This is an optimization exercise on Yosys and OpenROAD, whose aim is small area and a short achievable clock period, not a production implementation.
No activity file was given, so power comes from the tool's default toggle rates.

## main
## CPU
module CPU(clock,reset,MemData,MemOut,rd,wr,PC,IR,MBR,AC,MAR,SR);
Size in the first run: roughly 2500 cells after synthesis, about 150 flip-flops, ~110 I/O pins.
clock: 32.0 ns
lec_check: 0
abc_area: 1
cap_margin: 20
core_margin: 2
core_utilization: 40
slew_margin: 20
standard.sh (not shown) runs the stock make flow with config.mk's settings and CLKGATE_MAP_FILE= SYNTH_SCRIPT=/design/flow/synth_recipe.tcl, a recipe that flattens the netlist after the stock synthesis.
==> flow/flow/run.sh <==
#!/bin/bash
set -euo pipefail
MARGIN=$(python3 -c "print(round(${FLOW_PERIOD_NS} - 13.5, 3))")
bash standard.sh SETUP_SLACK_MARGIN=$MARGIN "BUFFER_PORTS_ARGS=-buffer_cell sky130_fd_sc_hd__buf_1" finish > standard_flow.log 2>&1
Changes in the feature branch relative to main:
--- a/flow/design.v
+++ b/flow/design.v
@@ -9,30 +9,35 @@
 output reg wr,rd;
 output [3:0] SR;    
 reg [2:0] state;
 reg signed [15:0] ACr;      
 reg [3:0] SRr;
 reg accSel;                 
 wire [3:0] op = IR[15:12];
 wire       m  = IR[11];
+wire        ld   = (op == 4'h1);
+wire        sub  = (op == 4'h4);
+wire        ls   = ld | (op == 4'h3) | sub;   
+wire        mul  = (op == 4'h5);
 wire        dv   = (op == 4'h6);            
 wire        sa   = ACr[15];
 wire [15:0] lorA;
 assign lorA[0] = 1'b0;
 genvar ga;
 generate
   for (ga = 1; ga < 16; ga = ga + 1) begin : la
     assign lorA[ga] = |ACr[ga-1:0];
   end
 endgenerate
 wire [15:0] absa = {16{dv}} & (ACr ^ ({16{sa}} & lorA));
-wire [15:0] absAr = absa;
+reg  [15:0] absAr;
+always @(posedge clock) absAr <= absa;
 wire [15:0] d1   = m ? MemData : {5'b0, IR[10:0]};    
-wire        cin1 = dv & ~d1[15];
+wire        cin1 = (dv & ~d1[15]) | sub;
 wire [15:0] B1c  = d1 ^ {16{cin1}};
 wire [17:0] d3   = {{2{d1[15]}}, d1} + {d1[15], d1, 1'b0};
 wire [17:0] B3c  = d3 ^ {18{cin1}};
 reg [15:0] B1r;
 reg [17:0] B3r;
 reg        cinr, d1s;
 always @(posedge clock)
   if (state == 3'd3) begin
@@ -693,60 +698,57 @@
   p2r <= r554;
   p2q <= {p1q, w56, w97, w142, w193, w250, w315, w386, w465, w552};
 end
 wire [14:0] x555 = {p2r[13:0], absAr[1]};
 wire [15:0] t556 = {1'b0, x555} + {1'b0, B1r[14:0]} + {15'd0, cinr};
 wire w557 = t556[15] & (&B1r[15:15]);
 wire w558 = dv ? w557 : ACr[1];
 wire [14:0] r559 = w558 ? t556[14:0] : x555;
-wire [15:0] x560 = {r559[14:0], absAr[0]};
+wire [15:0] x560 = ls ? ({16{~ld}} & ACr) : {r559[14:0], absAr[0]};
 wire [16:0] t561 = {1'b0, x560} + {1'b0, B1r[15:0]} + {16'd0, cinr};
 wire w562 = t561[16] & 1'b1;
-wire w563 = dv ? w562 : ACr[0];
+wire lastc = t561[16];     
+wire w563 = dv ? w562 : (~mul | ACr[0]);
 wire [15:0] r564 = w563 ? t561[15:0] : x560;
 wire [15:0] qu = {p2q, w557, w562};
 wire [15:0] prod = r564;             
 wire        dz   = cinr & (&B1r);           
 wire        negq = sa ^ d1s;
 wire [15:0] lowor;
 assign lowor[0] = 1'b0;
 genvar gi;
 generate
   for (gi = 1; gi < 16; gi = gi + 1) begin : lo
     assign lowor[gi] = |qu[gi-1:0];
   end
 endgenerate
 wire [15:0] quot  = dz ? 16'd0 : (qu ^ ({16{negq}} & lowor));
 wire [15:0] res   = dv ? quot : prod;
 wire        resz  = dv ? (dz | ~|qu) : ~|prod;
+wire        as_   = ls & ~ld;
+wire        resc  = as_ & (lastc ^ sub);
+wire        resv  = as_ & (ACr[15] == B1r[15]) & (prod[15] != ACr[15]);
+wire [3:0]  resf  = {resz, res[15], resc, resv};
 assign AC = accSel ? res : ACr;
-assign SR = accSel ? {resz, res[15], 2'b00} : SRr;
-wire        sub  = (op == 4'h4);
-wire [15:0] bop  = MBR ^ {16{sub}};
-wire [16:0] sum  = {1'b0,ACr} + {1'b0,bop} + {16'd0,sub};
-wire        as_c = sum[16] ^ sub;                                   
-wire        as_v = (ACr[15] == bop[15]) && (sum[15] != ACr[15]);    
-wire        ld  = (op == 4'h1);
-wire [15:0] acn = ld ? MBR : sum[15:0];
-wire [1:0]  cv  = ld ? 2'b00 : {as_c, as_v};
+assign SR = accSel ? resf : SRr;
 always @(posedge clock) begin
   if (reset) begin
     PC <= 0; MAR <= 0; IR <= 0; MBR <= 0; ACr <= 0; MemOut <= 0; SRr <= 0;
     rd <= 1; wr <= 0;
     accSel <= 0;
     state <= 0;
   end else
   case (state)
   0: begin
     rd <= 1; wr <= 0;
     MAR <= PC;
     if (accSel) begin
       ACr <= res;
-      SRr <= {resz, res[15], 2'b00};
+      SRr <= resf;
     end
     accSel <= 0;
     state <= 1;
   end
   1: begin
     rd <= 1; wr <= 0;
     IR <= MemData;
     PC <= PC + 1'b1;
@@ -764,18 +766,17 @@
       4'h7: begin PC <= MAR; state <= 0; end
       4'h8: if (SRr[3]) begin PC <= MAR; state <= 0; end
       default: ;
     endcase
   end
   4: begin
     state <= 0;
     case (op)
-      4'h1, 4'h3, 4'h4: begin ACr <= acn; SRr <= {acn == 16'd0, acn[15], cv}; end
       4'h2: MemOut <= MBR;
-      4'h5, 4'h6: accSel <= 1'b1;
+      4'h1, 4'h3, 4'h4, 4'h5, 4'h6: accSel <= 1'b1;
       default: ;
     endcase
   end
   default: state <= 0;
   endcase
 end
 endmodule
==> comparison <==
- Going from main to the feature branch, multi-input logic cell count shows a reduction of about 8%, post-CTS resize count shows a reduction of 57, proportion of power drawn by combinational gates up 27 points, pin slew with the least headroom to its limit moved up, total die area lost 2.6%.
- Cmp main and the feature branch / synthesized cell count / higher: main
- Compared with main, in the feature branch core region area shrank by about 2.8%, effective utilization at floorplan held steady.
- Compared with main, the feature branch degrades power.
- The feature branch vs main — non-clock buffer count in the final layout dropped by more than 10%
- The share of the final layout cell area in sequential cells in the feature branch was higher than what main gave.
- Ff count | the feature branch vs main | the feature branch higher
- The run with more routed wire is main, not the feature branch.
- Re tap cell count: main was higher than the feature branch.
No run of this note included a check of the RTL's function; only the layout flow was run.

==> port drivers added, routing unchanged <==
The flow's constraints put no driver on any port. The routed layouts listed below were extracted and timed again, unchanged, in two steps.
Step 1, drivers: a clkbuf_16 drives clock and a buf_2 each remaining input, both assumed.
Step 2, shift: input delay + t, output delay - t, t = (earliest + latest rising clock arrival at the registers) / 2. This alone moves slack from input paths to output paths.
Slacks: no drivers / after step 1 / after step 2; pairs: no drivers / after step 1.
| run | t, ns | slack for setup (ns) | worst register clock-pin slew, ns |
|---|---|---|---|
| main | 0.496 | 17.926 / 17.875 / 18.371 | 0.07 / 0.07 |
| the feature branch | 0.480 | 17.724 / 17.674 / 17.933 | 0.07 / 0.07 |
After both steps every run listed still meets setup and hold.
